Context: an optimization exercise on an open-source flow, tuned for small area. The choices shown serve that exercise and are no tape-out recipe. At most, simulation tests tie the RTL to the original design; equivalence was not proved. No activity file was given, so power comes from the tool's default toggle rates.

// System_Top
module System_Top #(parameter WIDTH = 8, ADDR = 4 , ALU_FUN_WD = 4) (
input    wire                CONTROL_EN,
input    wire                CLKDIV_EN,
input    wire                CLK,
input    wire                RST,
input    wire                WrEn,
input    wire                RdEn,
input    wire   [ADDR-1:0]   Address,
input    wire   [WIDTH-1:0]  WrData,
output   reg    [WIDTH-1:0]  RdData,
output   wire                SYS_OUT,
output   wire                SYS_VLD,
output   wire                DONE_FLAG
);
==> module System_Top, before the edit <==
module System_Top #(parameter WIDTH = 8, ADDR = 4 , ALU_FUN_WD = 4) (
input    wire                CONTROL_EN,
input    wire                CLKDIV_EN,
input    wire                CLK,
input    wire                RST,
input    wire                WrEn,
input    wire                RdEn,
input    wire   [ADDR-1:0]   Address,
input    wire   [WIDTH-1:0]  WrData,
output   reg    [WIDTH-1:0]  RdData,
output   wire                SYS_OUT,
output   wire                SYS_VLD,
output   wire                DONE_FLAG
);
reg [7:0] mem [0:15];
wire [3:0] lo = 4'b1 << Address[1:0];
wire [3:0] hi = 4'b1 << Address[3:2];
wire [15:0] rsel;
reg  [7:0] rmux;
genvar r;
generate for (r = 0; r < 16; r = r + 1) begin : g_reg
  assign rsel[r] = hi[r/4] & lo[r%4];
  always @(posedge CLK or negedge RST)
    if (!RST) mem[r] <= 8'b0;
    else if (WrEn & rsel[r]) mem[r] <= WrData;
end endgenerate
integer i;
always @(*) begin
  rmux = 8'b0;
  for (i = 0; i < 16; i = i + 1) rmux = rmux | (mem[i] & {8{rsel[i]}});
end
always @(posedge CLK)
  if (RdEn && !WrEn) RdData <= rmux;
wire [7:0]  A   = mem[0];
wire [7:0]  B   = mem[1];
wire [15:0] cfg = {mem[3], mem[2]};
wire [1:0]  ucfg = mem[4][1:0];
wire [7:0]  ratio = mem[5];
reg [2:0] dcnt;
reg       div_clk, odd_n;       
wire      div_on  = CLKDIV_EN & (|ratio[7:1]);
wire [2:0] dcnt_inc = dcnt + 3'd1;
wire      flip = (ratio[0] & odd_n) ? (dcnt == ratio[3:1]) : (dcnt_inc == ratio[3:1]);
wire      tick = ~div_on | (flip & ~div_clk);
always @(posedge CLK or negedge RST)
  if (!RST) begin
    dcnt <= 3'd0; div_clk <= 1'b0; odd_n <= 1'b0;
  end else if (div_on) begin
    if (flip) begin
      dcnt <= 3'd0;
      div_clk <= ~div_clk;
      if (ratio[0]) odd_n <= ~odd_n;
    end else
      dcnt <= dcnt_inc;
  end
localparam P_IDLE = 2'd0, P_CHECK = 2'd1, P_CALC = 2'd2, P_WAIT = 2'd3;
reg [1:0] ph;
reg [3:0] k;
reg [3:0] u;                  
wire busy   = |u;
wire en_k   = cfg[k];
wire last   = &k;
wire alu_en = (ph == P_CHECK) & en_k;
wire valid  = (ph == P_CALC) & ~last;
wire k_inc  = ((ph == P_CHECK) & ~en_k) | ((ph == P_WAIT) & ~busy);
always @(posedge CLK or negedge RST)
  if (!RST) begin
    ph <= P_IDLE; k <= 4'd0;
  end else begin
    if (k_inc) k <= k + 4'd1;
    case (ph)
      P_IDLE : if (CONTROL_EN) ph <= P_CHECK;
      P_CHECK: if (en_k) ph <= P_CALC; else if (last) ph <= P_IDLE;
      P_CALC : ph <= P_WAIT;
      P_WAIT : if (!busy) ph <= last ? P_IDLE : P_CHECK;
    endcase
  end
assign DONE_FLAG = (ph == P_IDLE);
wire [7:0] res;
ALU U0_ALU (.A(A), .Bin(B), .k(k), .res(res));
reg [7:0] sr;
reg       par;
wire      load = tick & valid;
always @(posedge CLK)
  if (alu_en) sr <= res;
always @(posedge CLK or negedge RST)
  if (!RST) begin
    u <= 4'd0; par <= 1'b0;
  end else if (tick) begin
    if (load & ucfg[0]) par <= ucfg[1] ^ (^sr);
    case (u)
      4'd0: if (valid) u <= 4'd1;
      4'd1: u <= 4'd8;
      4'd2: u <= 4'd3;
      4'd3: u <= 4'd0;
      4'd15: u <= ucfg[0] ? 4'd2 : 4'd3;
      default: u <= u + 4'd1;
    endcase
  end
assign SYS_VLD = busy;
assign SYS_OUT = u[3] ? sr[u[2:0]] : (u == 4'd1) ? 1'b0 : (u == 4'd2) ? par : 1'b1;
endmodule
make LEC_CHECK=0 ABC_AREA=1 CAP_MARGIN=20 CORE_MARGIN=2 CORE_UTILIZATION=40 CTS_BUF_LIST='sky130_fd_sc_hd__clkbuf_4 sky130_fd_sc_hd__clkbuf_8' CTS_CLUSTER_DIAMETER=100 CTS_CLUSTER_SIZE=40 SLEW_MARGIN=20 finish   # period 12.0 ns
run.sh (not shown) runs the stock make flow with config.mk's settings and CLKGATE_MAP_FILE= SYNTH_SCRIPT=/design/flow/synth_recipe.tcl, a recipe that flattens the netlist after the stock synthesis.
Then changed:
--- a/flow/design.v
+++ b/flow/design.v
@@ -99,17 +99,17 @@
 wire [7:0]  ratio = mem[5];
 reg [2:0] dcnt;
-reg       div_clk, odd_n;       
+reg       div_clk, odd_tog;
 wire      div_on  = CLKDIV_EN & (|ratio[7:1]);
 wire [2:0] dcnt_inc = dcnt + 3'd1;
-wire      flip = (ratio[0] & odd_n) ? (dcnt == ratio[3:1]) : (dcnt_inc == ratio[3:1]);
+wire      flip = (ratio[0] & ~odd_tog) ? (dcnt == ratio[3:1]) : (dcnt_inc == ratio[3:1]);
 wire      tick = ~div_on | (flip & ~div_clk);
 always @(posedge CLK or negedge RST)
   if (!RST) begin
-    dcnt <= 3'd0; div_clk <= 1'b0; odd_n <= 1'b0;
+    dcnt <= 3'd0; div_clk <= 1'b0; odd_tog <= 1'b1;
   end else if (div_on) begin
     if (flip) begin
       dcnt <= 3'd0;
       div_clk <= ~div_clk;
-      if (ratio[0]) odd_n <= ~odd_n;
+      if (ratio[0]) odd_tog <= ~odd_tog;
     end else
       dcnt <= dcnt_inc;
@@ -145,4 +145,5 @@
 always @(posedge CLK)
   if (alu_en) sr <= res;
+  else if (tick & u[3]) sr <= {sr[7], sr[7:1]};
 always @(posedge CLK or negedge RST)
   if (!RST) begin
@@ -160,4 +161,4 @@
   end
 assign SYS_VLD = busy;
-assign SYS_OUT = u[3] ? sr[u[2:0]] : (u == 4'd1) ? 1'b0 : (u == 4'd2) ? par : 1'b1;
+assign SYS_OUT = u[3] ? sr[0] : (u == 4'd1) ? 1'b0 : (u == 4'd2) ? par : 1'b1;
 endmodule
The new run went through all stages and came out clean.
Final cell count went down by 1.1%.
Synthesized area goes down by 2.1%.
Combinational power went down by about 2%.
Via count came out lower by 0.86%.
Register-to-register slack is worse by 0.18 ns.
Clock-buffer cell count stays the same.
Total power went down by 1.7%.
Core utilization rises by 0.81 points.
Clock power came out higher by 6.0%.
Non-clock buffer count went up by 3.
Routed wire length went up by 2.3%.
Setup slack got worse by 0.18 ns.
Cell area is lower by 1.1%.
Synthesized cell count went down by 1.4%.
The RTL of the first run of this note was laid out without a check of its function.

[re-timing with driven ports]
The flow's constraints put no driver on any port. The routed layouts listed below were extracted and timed again, unchanged, in two steps.
Step 1, drivers: a clkbuf_16 drives CLK and a buf_2 each remaining input, both assumed.
Step 2 adds t to the input delays and takes it off the output delays; t is the mean of the earliest and latest rising clock arrival at the registers after step 1. Input paths then give back, and output paths get back, about the clock's delay inside the block.
Slacks: no drivers / after step 1 / after step 2; pairs: no drivers / after step 1.
| run | t (ns) | setup WS [ns] | worst hold slack (ns) | worst setup path at the end | worst register clock-pin slew, ns |
|---|---|---|---|---|---|
| the first run | 0.508 | 2.438 / 2.438 / 2.438 | 0.473 / 0.473 / 0.473 | register to register | 0.11 / 0.11 |
| the second run | 0.495 | 2.259 / 2.259 / 2.259 | 0.469 / 0.469 / 0.469 | register to register | 0.10 / 0.10 |
After both steps setup and hold are still met in every run listed.
